This design comes from an exercise in tuning for a short achievable clock period and few clock cycles per item on the open sky130 flow, not from production work.
Function was checked by simulation only, so behaviour that the tests miss may differ from the original.
No activity file was given, so power comes from the tool's default toggle rates.

==> flow/design.v <==
module adder(
  input  [8:0]  operand1,
  input  [8:0]  operand2,
  output [9:0]  out_data
);
  assign out_data = {1'b0, operand1} + {1'b0, operand2};
endmodule
module mux(
  input   [31:0]    input1,
  input   [31:0]    input2,
  input             sel,
  output  [31:0]    out_data
);
  assign  out_data = ({32{sel}} & input1) | input2;
endmodule
module alu(
  input  [31:0] operand1,
  input  [31:0] operand2,
  input         cin,
  output [31:0] sum
);
  wire [31:0] p0 = operand1 ^ operand2;
  wire [31:0] g0 = (operand1 & operand2) | {31'd0, p0[0] & cin};
  wire [31:0] g1, p1, g2, p2, g3, p3, g4, p4, g5, p5;
  width_sel l1 (.g(g0), .p(p0), .gs({g0[30:0], 1'b0}),  .ps({p0[30:0], 1'b1}),  .go(g1), .po(p1));
  width_sel l2 (.g(g1), .p(p1), .gs({g1[29:0], 2'b0}),  .ps({p1[29:0], 2'b11}), .go(g2), .po(p2));
  width_sel l3 (.g(g2), .p(p2), .gs({g2[27:0], 4'b0}),  .ps({p2[27:0], 4'hf}),  .go(g3), .po(p3));
  width_sel l4 (.g(g3), .p(p3), .gs({g3[23:0], 8'b0}),  .ps({p3[23:0], 8'hff}), .go(g4), .po(p4));
  width_sel l5 (.g(g4), .p(p4), .gs({g4[15:0], 16'b0}), .ps({p4[15:0], 16'hffff}), .go(g5), .po(p5));
  assign sum = p0 ^ {g5[30:0], cin};
endmodule
module alu_control(
  input   [31:0]    pc,
  input   [12:0]    offset,
  output  [31:0]    target
);
  assign  target = pc + {{19{offset[12]}}, offset};
endmodule
module controller(
  input         sel_add, sel_slt, sel_sltu, sel_xor, sel_or, sel_and,
  input         sel_sll, sel_srl, sel_sra,
  input  [31:0] sum, x_xor, x_or, x_and, x_sll, x_srl, x_sra,
  input         lt, ltu,
  output [31:0] result
);
  assign result =
      ({32{sel_add}}  & sum) |
      ({32{sel_slt}}  & {31'd0, lt}) |
      ({32{sel_sltu}} & {31'd0, ltu}) |
      ({32{sel_xor}}  & x_xor) |
      ({32{sel_or}}   & x_or) |
      ({32{sel_and}}  & x_and) |
      ({32{sel_sll}}  & x_sll) |
      ({32{sel_srl}}  & x_srl) |
      ({32{sel_sra}}  & x_sra);
endmodule
module branch_check(
  input  br, fa, fb, t_eq, t_lt, t_ltu, inv,
  input  eq_ab, lt_ab, ltu_ab, eq_mb, lt_mb, ltu_mb, eq_am, lt_am, ltu_am,
  output eq, lt, ltu, mis
);
  assign eq  = fa ? (fb | eq_mb) : (fb ? eq_am : eq_ab);
  assign lt  = fa ? (~fb & lt_mb) : (fb ? lt_am : lt_ab);
  assign ltu = fa ? (~fb & ltu_mb) : (fb ? ltu_am : ltu_ab);
  assign mis = br & (((t_eq & eq) | (t_lt & lt) | (t_ltu & ltu)) ^ inv);
endmodule
module immediate_generator(
  input  [31:0] a,
  input  [31:0] b,
  output        eq,
  output        lt
);
  wire [31:0] g0 = a & ~b;
  wire [31:0] e0 = ~(a ^ b);
  wire [15:0] g1, e1, g2, e2, g3, e3, g4, e4, g5, e5;
  cmp_step s1 (.g(g0), .e(e0), .go(g1), .eo(e1));
  cmp_step s2 (.g({16'd0, g1}), .e({16'd0, e1}), .go(g2), .eo(e2));
  cmp_step s3 (.g({24'd0, g2[7:0]}), .e({24'd0, e2[7:0]}), .go(g3), .eo(e3));
  cmp_step s4 (.g({28'd0, g3[3:0]}), .e({28'd0, e3[3:0]}), .go(g4), .eo(e4));
  cmp_step s5 (.g({30'd0, g4[1:0]}), .e({30'd0, e4[1:0]}), .go(g5), .eo(e5));
  assign eq = e5[0];
  assign lt = ~g5[0] & ~e5[0];
endmodule
module cmp_step(
  input  [31:0] g,
  input  [31:0] e,
  output [15:0] go,
  output [15:0] eo
);
  genvar i;
  generate
    for (i = 0; i < 16; i = i + 1) begin : g_pair
      assign go[i] = g[2*i+1] | (e[2*i+1] & g[2*i]);
      assign eo[i] = e[2*i+1] & e[2*i];
    end
  endgenerate
endmodule
module program_counter(
  input  [31:0] pc,
  output [31:0] pcp4,
  output [22:0] hinc,
  output [22:0] hdec
);
  assign pcp4 = pc + 32'd4;
  assign hinc = pc[31:9] + 23'd1;
  assign hdec = pc[31:9] - 23'd1;
endmodule
module register_array(
  input      [991:0] regs,
  input      [4:0]   sel,
  output     [31:0]  q
);
  wire [1023:0] all = {regs, 32'd0};
  wire [511:0] l1; wire [255:0] l2; wire [127:0] l3; wire [63:0] l4;
  genvar i;
  generate
    for (i = 0; i < 16; i = i + 1) begin : g1
      assign l1[i*32 +: 32] = sel[0] ? all[(2*i+1)*32 +: 32] : all[(2*i)*32 +: 32];
    end
    for (i = 0; i < 8; i = i + 1) begin : g2
      assign l2[i*32 +: 32] = sel[1] ? l1[(2*i+1)*32 +: 32] : l1[(2*i)*32 +: 32];
    end
    for (i = 0; i < 4; i = i + 1) begin : g3
      assign l3[i*32 +: 32] = sel[2] ? l2[(2*i+1)*32 +: 32] : l2[(2*i)*32 +: 32];
    end
    for (i = 0; i < 2; i = i + 1) begin : g4
      assign l4[i*32 +: 32] = sel[3] ? l3[(2*i+1)*32 +: 32] : l3[(2*i)*32 +: 32];
    end
  endgenerate
  assign q = sel[4] ? l4[63:32] : l4[31:0];
endmodule
module width_sel(
  input  [31:0] g,
  input  [31:0] p,
  input  [31:0] gs,
  input  [31:0] ps,
  output [31:0] go,
  output [31:0] po
);
  assign go = g | (p & gs);
  assign po = p & ps;
endmodule
module branch_sel(
  input   [22:0]    if_carry,
  input   [22:0]    if_no_carry,
  input             carry,
  output  [22:0]    hi
);
  assign  hi = carry ? if_carry : if_no_carry;
endmodule
module top_cpu#(
  parameter ADDR_WIDTH       = 32,
  parameter DATA_WIDTH       = 32
)(
  input                   clk,
  input                   rst,
  output [ADDR_WIDTH-1:0] imem_addr,
  input  [DATA_WIDTH-1:0] imem_rdata,
  output [ADDR_WIDTH-1:0] dmem_addr,
  output                  dmem_re,
  output                  dmem_we,
  output [DATA_WIDTH-1:0] dmem_wdata,
  input  [DATA_WIDTH-1:0] dmem_rdata,
  output                  retire_valid,
  output [ADDR_WIDTH-1:0] retire_pc,
  output                  retire_rd_we,
  output [4:0]            retire_rd,
  output [DATA_WIDTH-1:0] retire_rd_wdata
);
  localparam BI = 5;
  localparam BN = 1 << BI;
  reg  [31:0] pc_f;
  reg         bht_v   [0:BN-1];
  reg  [9-BI:0] bht_tag [0:BN-1];
  reg  [1:0]  bht_ctr [0:BN-1];
  reg         v_e;
  reg  [31:0] pc_e;
  reg  [31:0] a_e, b_e, s_e;           
  reg         fa_m_e, fb_m_e, fs_m_e;  
  reg  [4:0]  rd_e;
  reg         wr_e;                    
  reg         ld_e, st_e, br_e;        
  reg  [2:0]  f3_e;
  reg         sel_add_e, sel_slt_e, sel_sltu_e, sel_xor_e, sel_or_e, sel_and_e;
  reg         sel_sll_e, sel_srl_e, sel_sra_e;
  reg         sub_e;
  reg         bq_eq_e, bq_lt_e, bq_ltu_e, bq_inv_e;    
  reg         pred_e;
  reg         hit_e;
  reg  [1:0]  ctr_e;
  reg  [31:0] pcp4_e;
  reg  [12:0] offb_e;                  
  reg         v_m;
  reg  [31:0] pc_m;
  reg  [31:0] res_m;
  reg  [4:0]  rd_m;
  reg         wr_m;
  reg         ld_m;
  reg  [2:0]  f3_m;
  reg  [31:0] daddr_q, dwdata_q;
  reg         dre_q, dwe_q;
  reg         bu_v, bu_t, bu_hit;      
  reg  [1:0]  bu_ctr;
  reg         v_w;
  reg  [31:0] pc_w;
  reg  [4:0]  rd_w;
  reg         wr_w;
  reg  [31:0] rwd_w;
  reg  [31:0] rf [1:31];
  wire [31:0] ld_x = (f3_m == 3'b000) ? {{24{dmem_rdata[7]}}, dmem_rdata[7:0]} :
                     (f3_m == 3'b001) ? {{16{dmem_rdata[15]}}, dmem_rdata[15:0]} :
                     (f3_m == 3'b100) ? {24'd0, dmem_rdata[7:0]} :
                     (f3_m == 3'b101) ? {16'd0, dmem_rdata[15:0]} : dmem_rdata;
  wire [31:0] wd_x = ld_m ? ld_x : res_m;
  wire [31:0] ir    = imem_rdata;
  wire [6:0]  opc_f = ir[6:0];
  wire [4:0]  rd_f  = ir[11:7];
  wire [2:0]  f3_f  = ir[14:12];
  wire [4:0]  rs1_f = ir[19:15];
  wire [4:0]  rs2_f = ir[24:20];
  wire        f7_f  = ir[30];
  wire is_r_f  = (opc_f[6:2] == 5'b01100);
  wire is_i_f  = (opc_f[6:2] == 5'b00100);
  wire is_ld_f = (opc_f[6:2] == 5'b00000);
  wire is_st_f = (opc_f[6:2] == 5'b01000);
  wire is_br_f = (opc_f[6:2] == 5'b11000);
  wire wr_f      = (is_r_f | is_i_f | is_ld_f) & (rd_f != 5'd0);
  wire use_rs2_f = is_r_f | is_st_f | is_br_f;
  wire use_imm_f = is_i_f | is_ld_f | is_st_f;
  wire [31:0] imm_i_f = {{20{ir[31]}}, ir[31:20]};
  wire [31:0] imm_s_f = {{20{ir[31]}}, ir[31:25], ir[11:7]};
  wire [31:0] imm_b_f = {{20{ir[31]}}, ir[7], ir[30:25], ir[11:8], 1'b0};
  wire [31:0] imm_f   = is_st_f ? imm_s_f : imm_i_f;
  wire [9:0]  tlo_f;
  wire [22:0] hinc_f, hdec_f;
  wire [31:0] pcp4_f;
  adder           u_tlo (.operand1(pc_f[8:0]), .operand2(imm_b_f[8:0]), .out_data(tlo_f));
  program_counter u_pcx (.pc(pc_f), .pcp4(pcp4_f), .hinc(hinc_f), .hdec(hdec_f));
  wire        near_f = (ir[7] == ir[31]) & (ir[30] == ir[31]) & (ir[29] == ir[31]);
  wire [22:0] thi_f;
  branch_sel u_thi (.if_carry(ir[31] ? pc_f[31:9] : hinc_f),
                    .if_no_carry(ir[31] ? hdec_f : pc_f[31:9]),
                    .carry(tlo_f[9]), .hi(thi_f));
  wire [31:0] tgt_f   = {thi_f, tlo_f[8:0]};
  wire [BI-1:0] fi    = pc_f[BI+1:2];
  wire          hit_f = bht_v[fi] & (bht_tag[fi] == pc_f[11:BI+2]);
  wire [1:0]    ctr_f = bht_ctr[fi];
  wire          pred_f = is_br_f & near_f & (hit_f ? ctr_f[1] : (ir[31] | f3_f == 3'b001));
  wire [991:0] rf_flat;
  wire [31:0]  rf1_f, rf2_f;
  register_array u_rd1 (.regs(rf_flat), .sel(rs1_f), .q(rf1_f));
  register_array u_rd2 (.regs(rf_flat), .sel(rs2_f), .q(rf2_f));
  wire        m1_f  = wr_m & (rd_m == rs1_f);
  wire        m2_f  = wr_m & (rd_m == rs2_f);
  wire [31:0] r1_f, r2_f, b_f;
  mux u_r1 (.input1(rf1_f), .sel(~m1_f), .input2({32{m1_f}} & wd_x), .out_data(r1_f));
  mux u_r2 (.input1(rf2_f), .sel(~m2_f), .input2({32{m2_f}} & wd_x), .out_data(r2_f));
  mux u_b  (.input1(rf2_f), .sel(~use_imm_f & ~m2_f),
            .input2(use_imm_f ? imm_f : ({32{m2_f}} & wd_x)), .out_data(b_f));
  wire stall_f = ld_e & wr_e & ((rs1_f == rd_e) | (use_rs2_f & (rs2_f == rd_e)));
  wire alu_any = is_r_f | is_i_f;
  wire f_add  = (alu_any & f3_f == 3'b000 & ~(is_r_f & f7_f)) | is_ld_f | is_st_f;
  wire f_sub  = is_r_f & f3_f == 3'b000 & f7_f;
  wire f_sll  = alu_any & f3_f == 3'b001;
  wire f_slt  = alu_any & f3_f == 3'b010;
  wire f_sltu = alu_any & f3_f == 3'b011;
  wire f_xor  = alu_any & f3_f == 3'b100;
  wire f_srl  = alu_any & f3_f == 3'b101 & ~f7_f;
  wire f_sra  = alu_any & f3_f == 3'b101 & f7_f;
  wire f_or   = alu_any & f3_f == 3'b110;
  wire f_and  = alu_any & f3_f == 3'b111;
  wire [31:0] a_x = fa_m_e ? res_m : a_e;
  wire [31:0] b_x = fb_m_e ? res_m : b_e;
  wire [31:0] s_x = fs_m_e ? res_m : s_e;
  wire [31:0] sum_x;
  alu u_add (.operand1(a_x), .operand2(b_x ^ {32{sub_e}}), .cin(sub_e), .sum(sum_x));
  wire        eq_ab, lt_ab, ltu_ab, eq_mb, lt_mb, ltu_mb, eq_am, lt_am, ltu_am;
  wire        eq_x, lt_x, ltu_x, mis_e;
  wire [31:0] sgn = 32'h8000_0000;
  immediate_generator u_cab  (.a(a_e),         .b(b_e),         .eq(eq_ab), .lt(ltu_ab));
  immediate_generator u_sab  (.a(a_e ^ sgn),   .b(b_e ^ sgn),   .eq(),      .lt(lt_ab));
  immediate_generator u_cmb  (.a(res_m),       .b(b_e),         .eq(eq_mb), .lt(ltu_mb));
  immediate_generator u_smb  (.a(res_m ^ sgn), .b(b_e ^ sgn),   .eq(),      .lt(lt_mb));
  immediate_generator u_cam  (.a(a_e),         .b(res_m),       .eq(eq_am), .lt(ltu_am));
  immediate_generator u_sam  (.a(a_e ^ sgn),   .b(res_m ^ sgn), .eq(),      .lt(lt_am));
  wire [31:0] sll_x  = a_x << b_x[4:0];
  wire [31:0] srl_x  = a_x >> b_x[4:0];
  wire [31:0] sra_x  = $signed(a_x) >>> b_x[4:0];
  wire [31:0] res_x;
  controller u_res (.sel_add(sel_add_e), .sel_slt(sel_slt_e), .sel_sltu(sel_sltu_e),
                    .sel_xor(sel_xor_e), .sel_or(sel_or_e), .sel_and(sel_and_e),
                    .sel_sll(sel_sll_e), .sel_srl(sel_srl_e), .sel_sra(sel_sra_e),
                    .sum(sum_x), .x_xor(a_x ^ b_x), .x_or(a_x | b_x), .x_and(a_x & b_x),
                    .x_sll(sll_x), .x_srl(srl_x), .x_sra(sra_x),
                    .lt(lt_x), .ltu(ltu_x), .result(res_x));
  wire [31:0] sd_x = (f3_e[1:0] == 2'b00) ? {{24{s_x[7]}}, s_x[7:0]} :
                     (f3_e[1:0] == 2'b01) ? {{16{s_x[15]}}, s_x[15:0]} : s_x;
  wire [31:0] tgt_x;
  alu_control u_tgt (.pc(pc_e), .offset(offb_e), .target(tgt_x));
  wire [31:0] alt_x = pred_e ? pcp4_e : tgt_x;
  branch_check u_br (.br(br_e), .fa(fa_m_e), .fb(fb_m_e),
                     .t_eq(bq_eq_e), .t_lt(bq_lt_e), .t_ltu(bq_ltu_e), .inv(bq_inv_e),
                     .eq_ab(eq_ab), .lt_ab(lt_ab), .ltu_ab(ltu_ab),
                     .eq_mb(eq_mb), .lt_mb(lt_mb), .ltu_mb(ltu_mb),
                     .eq_am(eq_am), .lt_am(lt_am), .ltu_am(ltu_am),
                     .eq(eq_x), .lt(lt_x), .ltu(ltu_x), .mis(mis_e));
  wire        tsel_f  = ~rst & ~stall_f & pred_f;
  wire [31:0] nother_f = rst ? 32'd0 : stall_f ? pc_f : pcp4_f;
  wire [31:0] npc0_f, npc_f;
  mux u_npc (.input1(tgt_f), .sel(tsel_f), .input2({32{~tsel_f}} & nother_f), .out_data(npc0_f));
  mux u_mis (.input1(alt_x), .sel(mis_e & ~rst), .input2({32{~mis_e | rst}} & npc0_f), .out_data(npc_f));
  wire go_f = ~stall_f & ~mis_e;           
  always @(posedge clk) begin
    pc_f <= npc_f;
    v_e  <= ~rst & go_f;
    wr_e <= ~rst & go_f & wr_f;
    ld_e <= ~rst & go_f & is_ld_f;
    st_e <= ~rst & go_f & is_st_f;
    br_e <= ~rst & go_f & is_br_f;
    pc_e <= pc_f;
    rd_e <= rd_f;
    f3_e <= f3_f;
    a_e  <= r1_f;
    b_e  <= b_f;
    s_e  <= r2_f;
    fa_m_e <= wr_e & (rd_e == rs1_f);
    fb_m_e <= ~use_imm_f & wr_e & (rd_e == rs2_f);
    fs_m_e <= wr_e & (rd_e == rs2_f);
    sel_add_e  <= f_add | f_sub;
    sub_e      <= f_sub;
    sel_slt_e  <= f_slt;
    sel_sltu_e <= f_sltu;
    sel_xor_e  <= f_xor;
    sel_or_e   <= f_or;
    sel_and_e  <= f_and;
    sel_sll_e  <= f_sll;
    sel_srl_e  <= f_srl;
    sel_sra_e  <= f_sra;
    bq_eq_e  <= (f3_f[2:1] == 2'b00);
    bq_lt_e  <= (f3_f[2:1] == 2'b10);
    bq_ltu_e <= (f3_f[2:1] == 2'b11);
    bq_inv_e <= f3_f[0] ^ pred_f;
    pred_e   <= pred_f;
    hit_e    <= hit_f;
    ctr_e    <= ctr_f;
    pcp4_e   <= pcp4_f;
    offb_e   <= imm_b_f[12:0];
    v_m  <= ~rst & v_e;
    wr_m <= ~rst & wr_e;
    ld_m <= ~rst & ld_e;
    pc_m <= pc_e;
    rd_m <= rd_e;
    f3_m <= f3_e;
    res_m <= res_x;
    dre_q <= ~rst & ld_e;
    dwe_q <= ~rst & st_e;
    daddr_q  <= sum_x;
    dwdata_q <= sd_x;
    bu_v   <= ~rst & br_e;
    bu_t   <= mis_e ^ pred_e;
    bu_hit <= hit_e;
    bu_ctr <= ctr_e;
    v_w  <= ~rst & v_m;
    wr_w <= ~rst & wr_m;
    pc_w <= pc_m;
    rd_w <= rd_m;
    rwd_w <= wd_x;
  end
  wire [BI-1:0] ui = pc_m[BI+1:2];
  integer bj;
  always @(posedge clk) begin
    if (rst) begin
      for (bj = 0; bj < BN; bj = bj + 1) bht_v[bj] <= 1'b0;
    end else if (bu_v) begin
      bht_v[ui]   <= 1'b1;
      bht_tag[ui] <= pc_m[11:BI+2];
      if (!bu_hit)
        bht_ctr[ui] <= bu_t ? 2'b10 : 2'b01;
      else if (bu_t)
        bht_ctr[ui] <= (bu_ctr == 2'b11) ? 2'b11 : bu_ctr + 2'b01;
      else
        bht_ctr[ui] <= (bu_ctr == 2'b00) ? 2'b00 : bu_ctr - 2'b01;
    end
  end
  genvar gi;
  generate
    for (gi = 1; gi < 32; gi = gi + 1) begin : g_rf
      assign rf_flat[(gi-1)*32 +: 32] = rf[gi];
      always @(posedge clk) begin
        if (rst)
          rf[gi] <= 32'd0;
        else if (wr_m && rd_m == gi)
          rf[gi] <= wd_x;
      end
    end
  endgenerate
  assign imem_addr       = pc_f;
  assign dmem_addr       = daddr_q;
  assign dmem_re         = dre_q;
  assign dmem_we         = dwe_q;
  assign dmem_wdata      = dwdata_q;
  assign retire_valid    = v_w;
  assign retire_pc       = pc_w;
  assign retire_rd_we    = wr_w;
  assign retire_rd       = rd_w;
  assign retire_rd_wdata = rwd_w;
endmodule
==> flow/flow/run.sh <==
#!/bin/bash
# The standard layout, with timing repair aimed well below the clock period:
# SETUP_SLACK_MARGIN asks repair_timing for that much slack at the design's
# 12 ns clock, so the achieved period is pushed toward 12 - margin.
set -euo pipefail
bash standard.sh SETUP_SLACK_MARGIN=8.5 finish > standard_make.log 2>&1
==> flow/standard.sh <==
#!/bin/bash
# synth_recipe.tcl (not shown) runs the flow's synth.tcl, then flattens the netlist and writes it again
# the make line also repeats each setting of config.mk as NAME=value (left out here)
make -C /OpenROAD-flow-scripts/flow DESIGN_CONFIG=/design/flow/config.mk WORK_HOME=/design/flow/orfs CLKGATE_MAP_FILE= SYNTH_SCRIPT=/design/flow/synth_recipe.tcl "${@:-finish}"
==> flow/config.mk <==
export PLATFORM = sky130hd
export DESIGN_NAME = top_cpu
export DESIGN_NICKNAME = top_cpu
export VERILOG_FILES = /design/flow/design.v
export SDC_FILE = /design/flow/constraint.sdc
export NUM_CORES = 4
export LEC_CHECK = 0
export CAP_MARGIN = 20
export CORE_MARGIN = 2
export CORE_UTILIZATION = 40
export CTS_CLUSTER_DIAMETER = 60
export CTS_CLUSTER_SIZE = 20
export SLEW_MARGIN = 20
export SYNTH_HIERARCHICAL = 1
export SYNTH_MINIMUM_KEEP_SIZE = 0
==> flow/constraint.sdc <==
create_clock -name core_clock -period 12.0 [get_ports {clk}]
set_input_delay 2.4000 -clock core_clock [delete_from_list [all_inputs] [get_ports {clk}]]
set_output_delay 2.4000 -clock core_clock [all_outputs]
set_load 0.01 [all_outputs]
==> summary.txt, run 1 <==
Synthesis
  – Synthesized instance count: 10180
  – YS warnings: 8
  – Avg Cell Area, Syn: 9.233 sq um
  – Post-Syn Area: 94020 sq um

Critical path
  – CP max-delay cell: nor4_1
  – Worst EP required: 12.75 ns
  – Reg-to-reg slack, setup: 8.11 ns
  – Reg2Reg Depth: 16
  – Worst r2r src: pc_f[3]
  – Worst setup path startpoint: imem_rdata[19]
  – Arr. time, crit path: 4.71 ns
  – Cell Chain, Critical Path: buf_12 -> buf_16 -> xor2_2 -> nor4_1 -> and3_2 -> a41o_4 -> nand2_8 -> nor2b_4 -> and4_4 -> clkbuf_16 -> a21o_1 -> and2_1 -> a21o_1
  – CP Capture Point: pc_f[20]
  – Startpoint types: primary input
  – CP peak stage delay: 0.29 ns
  – CP Class: in -> reg
  – R2R Path End: pc_f[20]
  – Crit path top cell by count: a21o_1
  – CP max FO: 7
  – Type of destination of the critical path: register

Final layout
  – FILL cells: 21050
  – Nets: 10710
  – Area grow syn2layout: 21.43%
  – Final core occ: 0.4895
  – Layout cells sized above 1: 0.2294
  – Fin area: 114200 sq um

Power and ir drop
  – Cell internal pwr: 9208 uW
  – Leakage power: 0.04569 uW
  – PD cells: 113.7 nW/um^2
  – Comb power frac: 0.140
  – Clock group share of total power: 0.408
  – Max IR drop VDD: 143.6 uV
  – Sequential share of power: 0.452
  – Sw Share: 0.2906
  – P_sw: 3772 uW

Floorplanning
  – Row count: 177
  – Die area: 238900 sq um
  – Die X: 488.8 microns
  – IO Count: 235
  – Core area: 233200 sq um
  – Die Y: 488.8 microns
  – Initial Utilization: 0.4032

Clocking
  – Largest buffer count on any clock path: 3
  – Clk slew on worst S/H paths: 0.07 ns
  – TritonCTS Sinks: 1697
  – TritonCTS clock tree: yes
  – TritonCTS buffer count: 147
  – Hold_buf cts: 0
  – H-tree depth: 4
  – Root buffer cell: clkbuf_16
  – Clock latency on the worst-skew pair: 0.87 ns

Hold path
  – Hold Path Class: reg -> reg
  – Hold depth: 0

STA
  – Final min period: 3.965 ns
  – Setup TNS Final: 0 ns
  – Max-Slew Margin vs Limit: 0.2349
  – Skew final: 0.04852 ns
  – RSZ-0062 raised after global routing: true
  – Final hold vios: 0
  – Slew Limit Fails: 0
  – Final WS setup: 8.035 ns
  – Crit share post-route: 0.3304
  – Peak Freq: 252.2 MHz
  – # setup viols final: 0
  – Worst-margin pin slew: 1.144 ns

Global route
  – Gr ovfl total: 0
  – Largest net degree at the start of global routing: 165
  – Initial antenna violation count: 13
  – Vias in the first global route: 78840
  – GR Util All Layers: 0.3000
  – First-pass GRT wire length: 532.5 mm

Route
  – Wire per inst: 27.91 microns
  – DRT Wirelength: 378.5 mm
  – Vias per cell: 6.080
  – DRT Pass-1 Iters: 9
  – Initial DRC count: 9853
  – Routed via count: 82460
  – DRC: 0
  – Routed Antenna Nets: 0

Placement
  – Gpl congestion: 0.9678
  – Placed cell areas: 98780 sq um
  – Place WS: 5.517 ns
  – DP HPWL: 217.5 mm
  – Buffers on Ports: 232

Flow run
  – Max_cap viols: 0

Outcome
  – Status: complete, no violations
==> area by class of cell <==
cell class	count	area, sq um	area share
clock inverter	106	1440	0.01261
antenna	4	10.01	0.00008768
timing repair buffer	767	10140	0.08884
clock buffer	163	3851	0.03373
inverter	387	1642	0.01438
tap	3132	3919	0.03433
sequential	1697	36540	0.3201
timing repair inverter	6	52.55	0.0004603
multi-input combinational	7300	56570	0.4955
==> power groups by stage <==
| stage | logic, uW | clock network, uW | registers [uW] |
|---|---|---|---|
| after global placement | 1390 | 0 | 6000 |
| after global routing | 1900 | 5550 | 5870 |
| after CTS | 1690 | 5330 | 5860 |
| after floorplan | 949 | 0 | 5980 |
| final | 1820 | 5290 | 5870 |
| after detailed placement | 1400 | 0 | 6000 |
==> stage by stage <==
stage | hold slack (ns) | cells | total power [uW]
5_1_grt | 0.3305 | 13560 | 13320
6_report | 0.3263 | 13560 | 12980
2_1_floorplan | 0.3096 | 10230 | 6928
4_1_cts | 0.3264 | 13440 | 12880
3_3_place_gp | 0.3122 | 12900 | 7394
3_5_place_dp | 0.3121 | 12900 | 7405
==> critical path, delay by kind of cell <==
kind | cells | cell delay [ns]
AO/OA/AOI/OAI | 3 | 0.47
buffers and inverters | 3 | 0.40
AND/OR/NAND/NOR | 6 | 1.27
XOR/XNOR | 1 | 0.17
==> registers in the layout, indices dropped and copies added (netlist names), 2 cells and up <==
| signal | count |
|---|---|
| bht_ctr | 64 |
| dwdata_q | 32 |
| f3_m | 3 |
| bu_ctr | 2 |
| a_e | 32 |
| res_m | 32 |
| b_e | 32 |
| pcp4_e | 32 |
| daddr_q | 32 |
| rd_m | 5 |
| rd_e | 4 |
| s_e | 32 |
| rd_w | 5 |
| offb_e | 8 |
| pc_w | 32 |
| rwd_w | 32 |
| pc_f | 32 |
| f3_e | 3 |
| ctr_e | 2 |
| rf | 992 |
| bht_v | 32 |
| pc_e | 32 |
| bht_tag | 160 |
| pc_m | 32 |
==> worst min-delay path by stage <==
stage / start / endpoint
2_1_floorplan: ctr_e[0] / bu_ctr[0]
6_report: pc_m[18] / pc_w[18]
3_3_place_gp: pc_m[24] / pc_w[24]
4_1_cts: pc_m[18] / pc_w[18]
3_5_place_dp: ctr_e[1] / bu_ctr[1]
5_1_grt: pc_m[18] / pc_w[18]
==> routing by layer <==
metal | global-route usage | share of wire | up-vias | routed length, microns
met5 | 0 | 0.00011 | - | 40
met4 | 0.1662 | 0.062 | 6 | 23490
met3 | 0.06270 | 0.097 | 1209 | 36730
met2 | 0.4769 | 0.45 | 4630 | 171000
met1 | 0.3799 | 0.39 | 40170 | 147200
li1 | - | - | 36440 | -
==> cell usage in the layout, fill, tap and decap left out, types with 33 or more instances in the layout <==
master / instances
xnor2_1: 102
clkbuf_16: 169
dfxtp_2: 105
buf_12: 78
clkdlybuf4s50_1: 33
and2_1: 370
mux2i_4: 44
nand2_1: 1232
inv_1: 352
mux2i_1: 388
buf_16: 81
dfxtp_1: 1317
a21oi_1: 858
nand3_1: 80
bufbuf_16: 33
edfxtp_1: 224
xor2_1: 69
o21ai_0: 58
nor2_1: 1005
buf_4: 270
inv_6: 39
a211oi_2: 55
buf_6: 139
buf_2: 78
o22ai_1: 112
mux2_2: 195
a22o_1: 168
nor2_2: 58
conb_1: 48
o31ai_4: 43
a211oi_1: 311
a21o_1: 519
o21ai_4: 76
dfxtp_4: 51
mux4_2: 412
a22oi_1: 103
ha_1: 322
o21ai_1: 74
==> timing repair <==
| item | 4_1_cts | 5_1_grt |
|---|---|---|
| gates resized for setup | 1580 | 318 |
| cloned | 97 | 23 |
| pin swaps | 90 | 85 |
| setup buffers | 178 | 94 |
| setup endpoints to repair | 1328 | 1294 |
Testbench counts, summed over its fixed seeds: cycles 24,810, instrs 24,000.
==> run 2: changes to the inputs <==
--- a/flow/design.v
+++ b/flow/design.v
@@ -305,9 +305,9 @@
                      .eq_am(eq_am), .lt_am(lt_am), .ltu_am(ltu_am),
                      .eq(eq_x), .lt(lt_x), .ltu(ltu_x), .mis(mis_e));
-  wire        tsel_f  = ~rst & ~stall_f & pred_f;
-  wire [31:0] nother_f = rst ? 32'd0 : stall_f ? pc_f : pcp4_f;
-  wire [31:0] npc0_f, npc_f;
-  mux u_npc (.input1(tgt_f), .sel(tsel_f), .input2({32{~tsel_f}} & nother_f), .out_data(npc0_f));
-  mux u_mis (.input1(alt_x), .sel(mis_e & ~rst), .input2({32{~mis_e | rst}} & npc0_f), .out_data(npc_f));
+  wire        tsel_f  = ~rst & ~mis_e & ~stall_f & pred_f;
+  wire [31:0] nother_f = rst ? 32'd0 : mis_e ? alt_x : stall_f ? pc_f :
+                         pred_f ? 32'd0 : pcp4_f;
+  wire [31:0] npc_f;
+  mux u_npc (.input1(tgt_f), .sel(tsel_f), .input2(nother_f), .out_data(npc_f));
   wire go_f = ~stall_f & ~mis_e;           
   always @(posedge clk) begin
==> summary.txt, run 2 <==
Route
  – Vias per cell: 6.113
  – Routed Antenna Nets: 0
  – DRT Pass-1 Iters: 10
  – Wire per inst: 27.57 microns
  – DRC: 0
  – Routed via count: 83060
  – Initial DRC count: 9865
  – DRT Wirelength: 374.6 mm

Global route
  – First-pass GRT wire length: 524.8 mm
  – Gr ovfl total: 0
  – Vias in the first global route: 78660
  – Largest net degree at the start of global routing: 126
  – GR Util All Layers: 0.2950
  – Initial antenna violation count: 17

STA
  – Hold Slack: 0.3265 ns
  – Skew final: 0.06214 ns
  – Final hold vios: 0
  – Max-Slew Margin vs Limit: 0.2557
  – Final min period: 3.910 ns
  – Slew Limit Fails: 0
  – Setup TNS Final: 0 ns
  – Crit share post-route: 0.3258
  – # setup viols final: 0
  – Worst-margin pin slew: 1.112 ns
  – RSZ-0062 raised after global routing: true
  – Peak Freq: 255.8 MHz

Floorplanning
  – IO Count: 235
  – Die X: 487.5 microns
  – Initial Utilization: 0.4022
  – Die Y: 487.5 microns
  – Core area: 232500 sq um
  – Die area: 237700 sq um
  – Row count: 177

Clocking
  – TritonCTS Sinks: 1697
  – TritonCTS clock tree: yes
  – TritonCTS buffer count: 147
  – Largest buffer count on any clock path: 3
  – Hold_buf cts: 0
  – Clk slew on worst S/H paths: 0.07 ns
  – Root buffer cell: clkbuf_16
  – Clock latency on the worst-skew pair: 0.88 ns
  – H-tree depth: 4

Critical path
  – CP peak stage delay: 0.51 ns
  – Worst r2r src: b_e[29]
  – Worst EP required: 12.75 ns
  – Reg-to-reg slack, setup: 8.14 ns
  – CP max-delay cell: mux4_2
  – Startpoint types: primary input
  – Crit path top cell by count: buf_16
  – Arr. time, crit path: 4.66 ns
  – R2R Path End: pc_f[29]
  – Type of destination of the critical path: register
  – CP Class: in -> reg
  – CP max FO: 6
  – Cell Chain, Critical Path: buf_16 -> buf_16 -> buf_12 -> buf_16 -> buf_12 -> buf_16 -> mux4_2 -> a22o_4 -> o21ai_4 -> o31ai_4 -> a21o_1
  – Reg2Reg Depth: 21

Synthesis
  – YS warnings: 8
  – Avg Cell Area, Syn: 9.137 sq um
  – Post-Syn Area: 93520 sq um
  – Synthesized instance count: 10240

Flow run
  – Max_cap viols: 0

Final layout
  – Nets: 10810
  – Register area: 36850 sq um
  – Leading cell types in the layout, fill and taps excluded: nand2_1 (1232), dfxtp_1 (1231), nor2_1 (1050)
  – Largest register by flop count: rf
  – Largest regs: rf: 992 flops, bht_tag: 160 flops, bht_ctr: 64 flops
  – Leading cell type in the layout, fill and taps excluded: nand2_1
  – Number of flip-flops in the largest register: 992
  – Multi-input logic area: 57120 sq um
  – Layout cells sized above 1: 0.2530
  – FILL cells: 20890
  – Area grow syn2layout: 23.24%

Outcome
  – Status: complete, no violations

Hold path
  – Hold worst-path end: f3_m[2]
  – Hold depth: 0
  – Hold path start: f3_e[2]
  – Hold Path Class: reg -> reg

Placement
  – Buffers on Ports: 232
  – Gpl congestion: 0.9797
  – DP HPWL: 216.1 mm

Power and ir drop
  – PD cells: 113.2 nW/um^2
  – Leakage power: 0.04541 uW
  – Max IR drop VDD: 155.2 uV
## run 2: critical path: cells and delay by family
| kind | cells | cell delay, ns |
|---|---|---|
| muxes | 1 | 0.51 |
| buffers and inverters | 6 | 0.77 |
| AOI/OAI and AO/OA | 4 | 0.94 |
## run 2: cell type report
cell class	count	share of cell area
Multi-Input combinational cell	7352	0.4956
Sequential cell	1697	0.3197
Timing Repair Buffer	815	0.08957
Clock buffer	170	0.03401
Tap cell	3043	0.03303
Inverter	383	0.01558
Clock inverter	98	0.01096
Timing Repair inverter	17	0.001292
Antenna cell	11	0.0002388
## run 2: worst max path at each step
stage                              start      endpoint  slack [ns]  depth (start not counted)
after floorplan           imem_rdata[20]       b_e[13]        8.01                          8
after global placement    imem_rdata[20]       s_e[24]        5.35                          8
after detailed placement  imem_rdata[20]       s_e[24]        5.36                          8
after CTS                        pc_f[2]  imem_addr[2]        8.10                          2
after global routing           res_m[30]      pc_f[29]        8.07                         22
final                     imem_rdata[20]       s_e[18]        8.09                         11
## run 2: layer usage
layer,track usage,up-vias,part of all wire
li1,-,36690,-
met1,0.3790,40710,0.39
met2,0.4686,4628,0.45
met3,0.05089,1023,0.098
met4,0.1668,6,0.060
met5,0,-,0.00011
## run 2: timing repair
item	4_1_cts	5_1_grt
endpoints found under the hold margin	0	0
cloned	83	32
setup buffers	203	129
gates resized for setup	1930	435
setup endpoints to repair	1258	1057
pin swaps	165	155
## run 2: stage by stage
step	cells	cell area, sq um	setup WS (ns)	utilization	power (uW)
after floorplan	10280	95480	8.006	-	6952
after global placement	12860	98130	5.354	0.4220	7404
after detailed placement	12860	98180	5.365	0.4222	7421
after CTS	13410	111400	8.096	0.4790	12890
after global routing	13580	115200	8.065	0.4956	13400
final	13590	115300	8.090	0.4957	13040
## run 2: report_power, final
group | internal, uW | switching (uW)
registers | 5790 | 84.1
logic | 807 | 1110
clock network | 2690 | 2560
total | 9290 | 3760
Testbench counts of run 2, summed over its fixed seeds: cycles 24,810, instrs 24,000.
==> run 3: changes to the inputs <==
--- a/flow/config.mk
+++ b/flow/config.mk
@@ -8,5 +8,5 @@
 export CAP_MARGIN = 20
 export CORE_MARGIN = 2
-export CORE_UTILIZATION = 40
+export CORE_UTILIZATION = 50
 export CTS_CLUSTER_DIAMETER = 60
 export CTS_CLUSTER_SIZE = 20
==> summary.txt, run 3 <==
Final layout
  – FILL cells: 15220
  – Nets: 10880
  – Layout cells sized above 1: 0.2542
  – Register area: 36820 sq um
  – Leading cell types in the layout, fill and taps excluded: dfxtp_1 (1249), nand2_1 (1230), nor2_1 (1047)
  – Number of flip-flops in the largest register: 992
  – Multi-input logic area: 57020 sq um
  – Largest register by flop count: rf
  – Leading cell type in the layout, fill and taps excluded: dfxtp_1
  – Final core occ: 0.6208
  – Largest regs: rf: 992 flops, bht_tag: 160 flops, bht_ctr: 64 flops
  – Area grow syn2layout: 23.23%

Clocking
  – TritonCTS clock tree: yes
  – TritonCTS buffer count: 144
  – H-tree depth: 4
  – Clock latency on the worst-skew pair: 0.85 ns
  – Clk slew on worst S/H paths: 0.08 ns
  – TritonCTS Sinks: 1697
  – Hold_buf cts: 0
  – Root buffer cell: clkbuf_16
  – Largest buffer count on any clock path: 3

Power and ir drop
  – Leakage power: 0.04585 uW
  – PD cells: 112.0 nW/um^2
  – Max IR drop VDD: 118.2 uV

Critical path
  – Crit path top cell by count: and2_4
  – CP Class: reg -> reg
  – R2R Path End: pc_f[4]
  – Worst r2r src: a_e[29]
  – Largest delay share family, worst path: simple AND/OR/NAND/NOR gates
  – CP peak stage delay: 0.47 ns
  – CP max-delay cell: dfxtp_4
  – Startpoint types: register
  – Reg2Reg Depth: 17
  – CP max FO: 8
  – Arr. time, crit path: 4.64 ns
  – Worst setup path startpoint: a_e[29]
  – Worst EP required: 12.73 ns
  – Type of destination of the critical path: register
  – Worst path depth: 17
  – Reg-to-reg slack, setup: 8.09 ns
  – CP Capture Point: pc_f[4]
  – Cell Chain, Critical Path: ha_4 -> and2_4 -> and2_4 -> and2_4 -> and2_4 -> and2_4 -> or3b_1 -> o311a_4 -> a221oi_4 -> mux2i_4 -> buf_12 -> buf_16 -> nor3_4 -> buf_6 -> and2_4 -> buf_12 -> a21o_1
  – CP Buf/Inv Count: 4

Placement
  – DP HPWL: 216.3 mm
  – Gpl congestion: 0.9835
  – Buffers on Ports: 232

Synthesis
  – YS warnings: 8
  – Synthesized instance count: 10240
  – Avg Cell Area, Syn: 9.137 sq um
  – Post-Syn Area: 93520 sq um

Global route
  – First-pass GRT wire length: 536.3 mm
  – GR Util All Layers: 0.3780
  – Vias in the first global route: 79360
  – Gr ovfl total: 0
  – Initial antenna violation count: 17
  – Largest net degree at the start of global routing: 113

Route
  – Routed via count: 84390
  – Routed Antenna Nets: 0
  – DRT Wirelength: 386.2 mm
  – DRT Pass-1 Iters: 9
  – Wire per inst: 29.51 microns
  – Initial DRC count: 10990
  – DRC: 0
  – Vias per cell: 6.447

Flow run
  – Max_cap viols: 0

STA
  – Max-Slew Margin vs Limit: 0.1871
  – Skew final: 0.04107 ns
  – RSZ-0062 raised after global routing: true
  – Setup TNS Final: 0 ns
  – Slew Limit Fails: 0
  – Crit share post-route: 0.3255
  – Peak Freq: 256.0 MHz
  – Final min period: 3.906 ns
  – Final hold vios: 0
  – # setup viols final: 0
  – Worst-margin pin slew: 1.216 ns

Floorplanning
  – Die Y: 436.5 microns
  – Die area: 190500 sq um
  – IO Count: 235
  – Core area: 185600 sq um
  – Die X: 436.5 microns
  – Row count: 158
  – Initial Utilization: 0.5038

Hold path
  – Hold Path Class: reg -> reg

Outcome
  – Status: complete, no violations
run 3: final cells by class:
cell class                      instances  area share
Multi-Input combinational cell       7350      0.4948
Antenna cell                           10   0.0002171
Clock buffer                          180     0.03432
Sequential cell                      1697      0.3195
Timing Repair Buffer                  891     0.09871
Tap cell                             2480     0.02692
Clock inverter                         88    0.008870
Timing Repair inverter                 11   0.0008577
Inverter                              383     0.01583
run 3: power breakdown:
group,leakage [uW],switching [uW],internal [uW],total (uW)
combinational,0.0292,1140,816,1960
clock,0.00239,2490,2600,5090
sequential,0.0142,79.6,5790,5860
run 3: timing repair:
item	CTS	global route
endpoints found under the setup margin	1374	1065
cloned	98	35
gates resized for setup	1803	507
pin swaps	153	170
setup buffers	214	171
run 3: worst min-delay path by stage:
stage / start / slack (ns) / end / cells past startpoint
final: pc_m[20] / 0.33 / pc_w[20] / 0
after global routing: pc_m[20] / 0.33 / pc_w[20] / 0
after CTS: pc_m[12] / 0.32 / pc_w[12] / 0
after detailed placement: pc_m[1] / 0.31 / pc_w[1] / 0
after global placement: ctr_e[1] / 0.31 / bu_ctr[1] / 0
after floorplan: ctr_e[0] / 0.31 / bu_ctr[0] / 0
run 3: through the flow:
stage | setup WS (ns) | hold slack [ns] | instance area [sq um] | power, uW | std cells
final | 8.094 | 0.3257 | 115200 | 12910 | 13090
after global placement | 5.318 | 0.3101 | 97450 | 7413 | 12290
after global routing | 8.051 | 0.3275 | 115200 | 13230 | 13090
after floorplan | 8.006 | 0.3096 | 95480 | 6952 | 10280
after detailed placement | 5.288 | 0.3121 | 97590 | 7428 | 12290
after CTS | 8.108 | 0.3184 | 110600 | 12700 | 12870
run 3: per-layer routing:
layer,track usage,wire (microns),up-vias
li1,-,-,36840
met1,0.4878,147600,41150
met2,0.5810,169700,5078
met3,0.08374,42000,1310
met4,0.2234,26910,6
met5,0,46,-
==> run 4: changes to the inputs <==
--- a/flow/design.v
+++ b/flow/design.v
@@ -259,4 +259,5 @@
             .input2(use_imm_f ? imm_f : ({32{m2_f}} & wd_x)), .out_data(b_f));
   wire stall_f = ld_e & wr_e & ((rs1_f == rd_e) | (use_rs2_f & (rs2_f == rd_e)));
+  reg  rp_f;                               
   wire alu_any = is_r_f | is_i_f;
   wire f_add  = (alu_any & f3_f == 3'b000 & ~(is_r_f & f7_f)) | is_ld_f | is_st_f;
@@ -305,12 +306,13 @@
                      .eq_am(eq_am), .lt_am(lt_am), .ltu_am(ltu_am),
                      .eq(eq_x), .lt(lt_x), .ltu(ltu_x), .mis(mis_e));
-  wire        tsel_f  = ~rst & ~mis_e & ~stall_f & pred_f;
-  wire [31:0] nother_f = rst ? 32'd0 : mis_e ? alt_x : stall_f ? pc_f :
+  wire        tsel_f  = ~rst & ~mis_e & ~rp_f & pred_f;
+  wire [31:0] nother_f = rst ? 32'd0 : mis_e ? alt_x : rp_f ? pc_e :
                          pred_f ? 32'd0 : pcp4_f;
   wire [31:0] npc_f;
   mux u_npc (.input1(tgt_f), .sel(tsel_f), .input2(nother_f), .out_data(npc_f));
-  wire go_f = ~stall_f & ~mis_e;           
+  wire go_f = ~stall_f & ~mis_e & ~rp_f;   
   always @(posedge clk) begin
     pc_f <= npc_f;
+    rp_f <= ~rst & stall_f;
     v_e  <= ~rst & go_f;
     wr_e <= ~rst & go_f & wr_f;
--- a/flow/config.mk
+++ b/flow/config.mk
@@ -8,5 +8,5 @@
 export CAP_MARGIN = 20
 export CORE_MARGIN = 2
-export CORE_UTILIZATION = 50
+export CORE_UTILIZATION = 40
 export CTS_CLUSTER_DIAMETER = 60
 export CTS_CLUSTER_SIZE = 20
==> summary.txt, run 4 <==
Outcome
  – Status: complete, no violations

Global route
  – Initial antenna violation count: 23
  – Largest net degree at the start of global routing: 196
  – First-pass GRT wire length: 540.3 mm
  – Gr ovfl total: 0
  – GR Util All Layers: 0.3056
  – Vias in the first global route: 80230

Hold path
  – Hold Path Class: reg -> reg
  – Hold worst-path end: pc_w[18]
  – Hold depth: 0
  – Hold path start: pc_m[18]

Floorplanning
  – Die area: 237800 sq um
  – IO Count: 235
  – Die X: 487.6 microns
  – Initial Utilization: 0.4023
  – Core area: 232500 sq um
  – Row count: 177
  – Die Y: 487.6 microns

Critical path
  – Worst r2r src: res_m[7]
  – Worst EP required: 12.72 ns
  – Reg-to-reg slack, setup: 8.40 ns
  – Type of destination of the critical path: register
  – Worst setup path startpoint: imem_rdata[20]
  – CP Class: in -> reg
  – Arr. time, crit path: 4.59 ns
  – Reg2Reg Depth: 19
  – CP max FO: 7
  – Startpoint types: primary input
  – R2R Path End: pc_f[16]

Placement
  – Buffers on Ports: 232
  – Placed cell areas: 98400 sq um
  – Gpl congestion: 0.9292
  – DP HPWL: 218.0 mm
  – Place WS: 5.590 ns

Clocking
  – Root buffer cell: clkbuf_16
  – Largest buffer count on any clock path: 3
  – Hold_buf cts: 0
  – TritonCTS clock tree: yes
  – Clk slew on worst S/H paths: 0.07 ns
  – TritonCTS buffer count: 146
  – TritonCTS Sinks: 1698
  – Clock latency on the worst-skew pair: 0.87 ns
  – H-tree depth: 4

Power and ir drop
  – Cell internal pwr: 9368 uW
  – Sw Share: 0.2868
  – P_sw: 3767 uW
  – Comb power frac: 0.152
  – Clock group share of total power: 0.401
  – PD cells: 112.6 nW/um^2
  – Leakage power: 0.04573 uW
  – Max IR drop VDD: 180.9 uV
  – Overall power: 13130 uW
  – Sequential share of power: 0.447

Final layout
  – Largest regs: rf: 992 flops, bht_tag: 160 flops, bht_ctr: 64 flops
  – Leading cell types in the layout, fill and taps excluded: dfxtp_1 (1254), nand2_1 (1233), nor2_1 (1066)
  – Layout cells sized above 1: 0.2590
  – Largest register by flop count: rf
  – Area grow syn2layout: 24.66%
  – Number of flip-flops in the largest register: 992
  – Leading cell type in the layout, fill and taps excluded: dfxtp_1
  – Nets: 10880
  – Fin area: 116600 sq um

Flow run
  – Max_cap viols: 0

Route
  – Wire per inst: 28.31 microns
  – Vias per cell: 6.138
  – Routed via count: 83930
  – Initial DRC count: 10120
  – DRT Pass-1 Iters: 10
  – DRC: 0
  – Routed Antenna Nets: 0
  – DRT Wirelength: 387.1 mm

STA
  – Setup TNS Final: 0 ns
  – Worst-margin pin slew: 1.170 ns
  – # setup viols final: 0
  – Peak Freq: 258.3 MHz
  – Hold Slack: 0.3293 ns
  – Skew final: 0.05355 ns
  – Crit share post-route: 0.3226
  – Final WS setup: 8.128 ns
  – Final min period: 3.872 ns
  – Slew Limit Fails: 0
  – Final hold vios: 0
  – RSZ-0062 raised after global routing: true
  – Max-Slew Margin vs Limit: 0.2197

Synthesis
  – Synthesized instance count: 10240
  – Post-Syn Area: 93550 sq um
  – YS warnings: 8
  – Avg Cell Area, Syn: 9.134 sq um
-- run 4: worst max-delay path, cell delays in order --
cell and delay [ns]:
buf_16 0.14, buf_12 0.13, buf_12 0.13, buf_16 0.16
buf_12 0.15, mux4_2 0.51, a22o_1 0.26, o21ai_4 0.28
o31ai_4 0.18, a21o_2 0.22
-- run 4: worst max path at each step --
stage,cells past startpoint,slack (ns),endpoint
floorplan,8,8.01,b_e[13]
global placement,8,5.60,a_e[27]
detailed placement,8,5.59,a_e[31]
CTS,2,8.09,imem_addr[2]
global route,2,8.11,imem_addr[2]
finish,10,8.13,b_e[30]
-- run 4: routing by layer --
layer	routed length [microns]	global-route usage	vias to the layer above
met5	39	0	-
li1	-	-	36790
met4	30000	0.2058	8
met3	38030	0.06144	1285
met2	175500	0.4875	4872
met1	143500	0.3726	40980
-- run 4: repair_timing --
action | CTS | global route
setup endpoints to repair | 1281 | 935
setup buffers | 248 | 116
pin swaps | 138 | 171
resized for setup | 1976 | 440
hold endpoints to repair | 0 | 0
cloned | 102 | 29
-- run 4: per-stage QoR --
stage          utilization  cells
2_1_floorplan            -  10290
3_3_place_gp        0.4227  12870
3_5_place_dp        0.4231  12880
4_1_cts             0.4853  13490
5_1_grt             0.5014  13660
6_report            0.5015  13670
-- run 4: area by class of cell --
type	count	area [sq um]
Antenna cell	35	87.58
Clock buffer	170	3976
Clock inverter	98	1246
Fill cell	20870	115900
Inverter	384	1638
Multi-Input combinational cell	7359	57600
Sequential cell	1698	36870
Tap cell	3043	3807
Timing Repair Buffer	877	11310
Timing Repair inverter	10	87.58
-- run 4: power by group through the flow --
stage	clock network (uW)	registers [uW]	logic, uW
3_5_place_dp	0	6030	1420
4_1_cts	5310	5870	1800
5_1_grt	5520	5880	2070
6_report	5270	5870	1990
3_3_place_gp	0	6030	1400
2_1_floorplan	0	5990	972
Testbench counts of run 4, summed over its fixed seeds: cycles 24,956, instrs 24,000.
==> run 5: changes to the inputs <==
--- a/flow/flow/run.sh
+++ b/flow/flow/run.sh
@@ -4,3 +4,3 @@
 # 12 ns clock, so the achieved period is pushed toward 12 - margin.
 set -euo pipefail
-bash standard.sh SETUP_SLACK_MARGIN=8.5 finish > standard_make.log 2>&1
+bash standard.sh SETUP_SLACK_MARGIN=9 finish > standard_make.log 2>&1
==> summary.txt, run 5 <==
Outcome
  – Status: complete, no violations

Clocking
  – TritonCTS buffer count: 151
  – TritonCTS clock tree: yes
  – Clk slew on worst S/H paths: 0.07 ns
  – Root buffer cell: clkbuf_16
  – Clock latency on the worst-skew pair: 0.88 ns
  – H-tree depth: 4
  – TritonCTS Sinks: 1698
  – Largest buffer count on any clock path: 3

Floorplanning
  – Core area: 232500 sq um
  – IO Count: 235
  – Die area: 237800 sq um
  – Initial Utilization: 0.4023
  – Die Y: 487.6 microns
  – Row count: 177
  – Die X: 487.6 microns

Hold path
  – Hold depth: 0
  – Hold Path Class: reg -> reg

Final layout
  – Leading cell types in the layout, fill and taps excluded: dfxtp_1 (1241), nor2_1 (891), nand2_1 (850)
  – Nets: 11290
  – Largest register by flop count: rf
  – FILL cells: 18970
  – Layout cells sized above 1: 0.4111
  – Leading cell type in the layout, fill and taps excluded: dfxtp_1
  – Number of flip-flops in the largest register: 992
  – Largest regs: rf: 992 flops, bht_tag: 160 flops, bht_ctr: 64 flops
  – Final core occ: 0.5638
  – Non-Filler Instances: 14080
  – Area grow syn2layout: 40.14%

Route
  – DRC: 0
  – DRT Wirelength: 434.7 mm
  – Wire per inst: 30.87 microns
  – Routed Antenna Nets: 0
  – Initial DRC count: 12700
  – Vias per cell: 6.428
  – Routed via count: 90500
  – DRT Pass-1 Iters: 10

STA
  – Peak Freq: 254.1 MHz
  – RSZ-0062 raised after global routing: true
  – Final min period: 3.936 ns
  – Slew Limit Fails: 0
  – Skew final: 0.09098 ns
  – Worst-margin pin slew: 1.283 ns
  – Max-Slew Margin vs Limit: 0.1428
  – # setup viols final: 0
  – Final WS setup: 8.064 ns
  – Crit share post-route: 0.3280
  – Setup TNS Final: 0 ns
  – Final hold vios: 0

Placement
  – Gpl congestion: 0.9449
  – Placed Cells: 12870
  – DP HPWL: 225.2 mm
  – Place WS: 5.804 ns
  – Buffers on Ports: 232

Synthesis
  – Synthesized instance count: 10240
  – Avg Cell Area, Syn: 9.134 sq um
  – Post-Syn Area: 93550 sq um
  – YS warnings: 8

Power and ir drop
  – Sw Share: 0.3009
  – Comb power frac: 0.172
  – Sequential share of power: 0.429
  – P_sw: 4121 uW
  – Clock group share of total power: 0.399
  – PD cells: 104.5 nW/um^2
  – Max IR drop VDD: 161.2 uV
  – Cell internal pwr: 9574 uW
  – Leakage power: 0.05485 uW

Flow run
  – Max_cap viols: 0

Global route
  – GR Util All Layers: 0.3447
  – Initial antenna violation count: 22
  – Largest net degree at the start of global routing: 184
  – Vias in the first global route: 85540
  – First-pass GRT wire length: 601.2 mm
  – Gr ovfl total: 0

Critical path
  – Reg2Reg Depth: 17
  – Startpoint types: primary input
  – R2R Path End: pc_f[30]
  – Worst r2r src: res_m[10]
  – Type of destination of the critical path: register
  – Worst setup path startpoint: imem_rdata[20]
  – Arr. time, crit path: 4.63 ns
  – CP Class: in -> reg
  – Reg-to-reg slack, setup: 8.30 ns
  – CP Capture Point: b_e[26]
  – CP max FO: 6
  – Worst EP required: 12.69 ns
[run 5: power by group through the flow]
| stage | registers (uW) | logic [uW] | clock network, uW |
|---|---|---|---|
| global route | 5880 | 2420 | 5710 |
| finish | 5880 | 2360 | 5460 |
| global placement | 6030 | 1430 | 0 |
| floorplan | 5990 | 1030 | 0 |
| CTS | 5870 | 2050 | 5480 |
| detailed placement | 6030 | 1440 | 0 |
[run 5: area by class of cell]
class / count / area, sq um / share of cell area
tap: 3043 / 3807 / 0.02904
timing repair buffer: 1210 / 16010 / 0.1221
multi-input combinational: 7396 / 66020 / 0.5036
inverter: 384 / 1876 / 0.01431
clock buffer: 165 / 3965 / 0.03024
sequential: 1698 / 36850 / 0.2811
clock inverter: 117 / 1530 / 0.01167
antenna: 19 / 47.55 / 0.0003627
timing repair inverter: 48 / 993.5 / 0.007578
[run 5: metrics by stage]
step	total power [uW]	cell area, sq um	hold WS [ns]
after floorplan	7015	98450	0.3096
after global placement	7457	100200	0.3105
after detailed placement	7471	100300	0.3121
after CTS	13400	123400	0.3179
after global routing	14010	131100	0.3192
final	13700	131100	0.3174
[run 5: worst min path at each step]
| stage | from | endpoint |
|---|---|---|
| after floorplan | ctr_e[0] | bu_ctr[0] |
| after global placement | ctr_e[1] | bu_ctr[1] |
| after detailed placement | pc_m[19] | pc_w[19] |
| after CTS | pc_m[21] | pc_w[21] |
| after global routing | pc_m[21] | pc_w[21] |
| final | pc_m[21] | pc_w[21] |
[run 5: repair_timing]
action                      CTS  global route
pin swaps                   473           464
resized for setup          3123          1239
gates cloned                213            21
setup endpoints to repair  1702          1408
setup buffers               429           250
hold buffers                  0             0
[run 5: metal layers]
metal | up-vias | GRT usage | wire length [microns]
met5 | - | 0 | 497
met4 | 12 | 0.2236 | 34640
met3 | 1853 | 0.1144 | 55430
met2 | 6287 | 0.5036 | 182500
met1 | 44560 | 0.4335 | 161700
li1 | 37790 | - | -
[run 5: critical path, cell delays in order]
cell and delay (ns):
buf_16 0.11, buf_12 0.10, buf_16 0.17, buf_16 0.21, buf_12 0.13, mux4_2 0.51, a22o_4 0.29, o21ai_4 0.27
o31ai_4 0.18, a21o_1 0.22

## what the ideal ports hide
No port has a modelled driver above. Below, the same layouts with a new extraction and two added sets of constraints. Step 1: set_driving_cell puts a clkbuf_16 on clk and a buf_2 on each other input, an assumption about the parent block. Step 2 times the ports against the registers' clock, not the clock port: input delays grow and output delays shrink by t, the midpoint of the rising clock arrivals with the driver on. Slacks: ideal ports / drivers / drivers and shift; pairs: ideal ports / drivers.
run	t (ns)	setup slack, ns	latest minus earliest clock arrival (ns)	cell pins on the clock port's net
run 1	0.938	8.035 / 7.748 / 6.810	0.060 / 0.059	1
run 2	0.947	8.090 / 7.863 / 6.916	0.067 / 0.067	1
run 3	0.915	8.094 / 7.855 / 6.940	0.044 / 0.044	1
run 4	0.939	8.128 / 7.830 / 6.891	0.054 / 0.054	1
run 5	0.933	8.064 / 7.772 / 6.839	0.091 / 0.092	1
After both steps setup and hold are still met in every run listed. For run 4, which loses most, drivers alone change the setup slack by -0.298 ns; drivers and shift together by -1.237 ns.
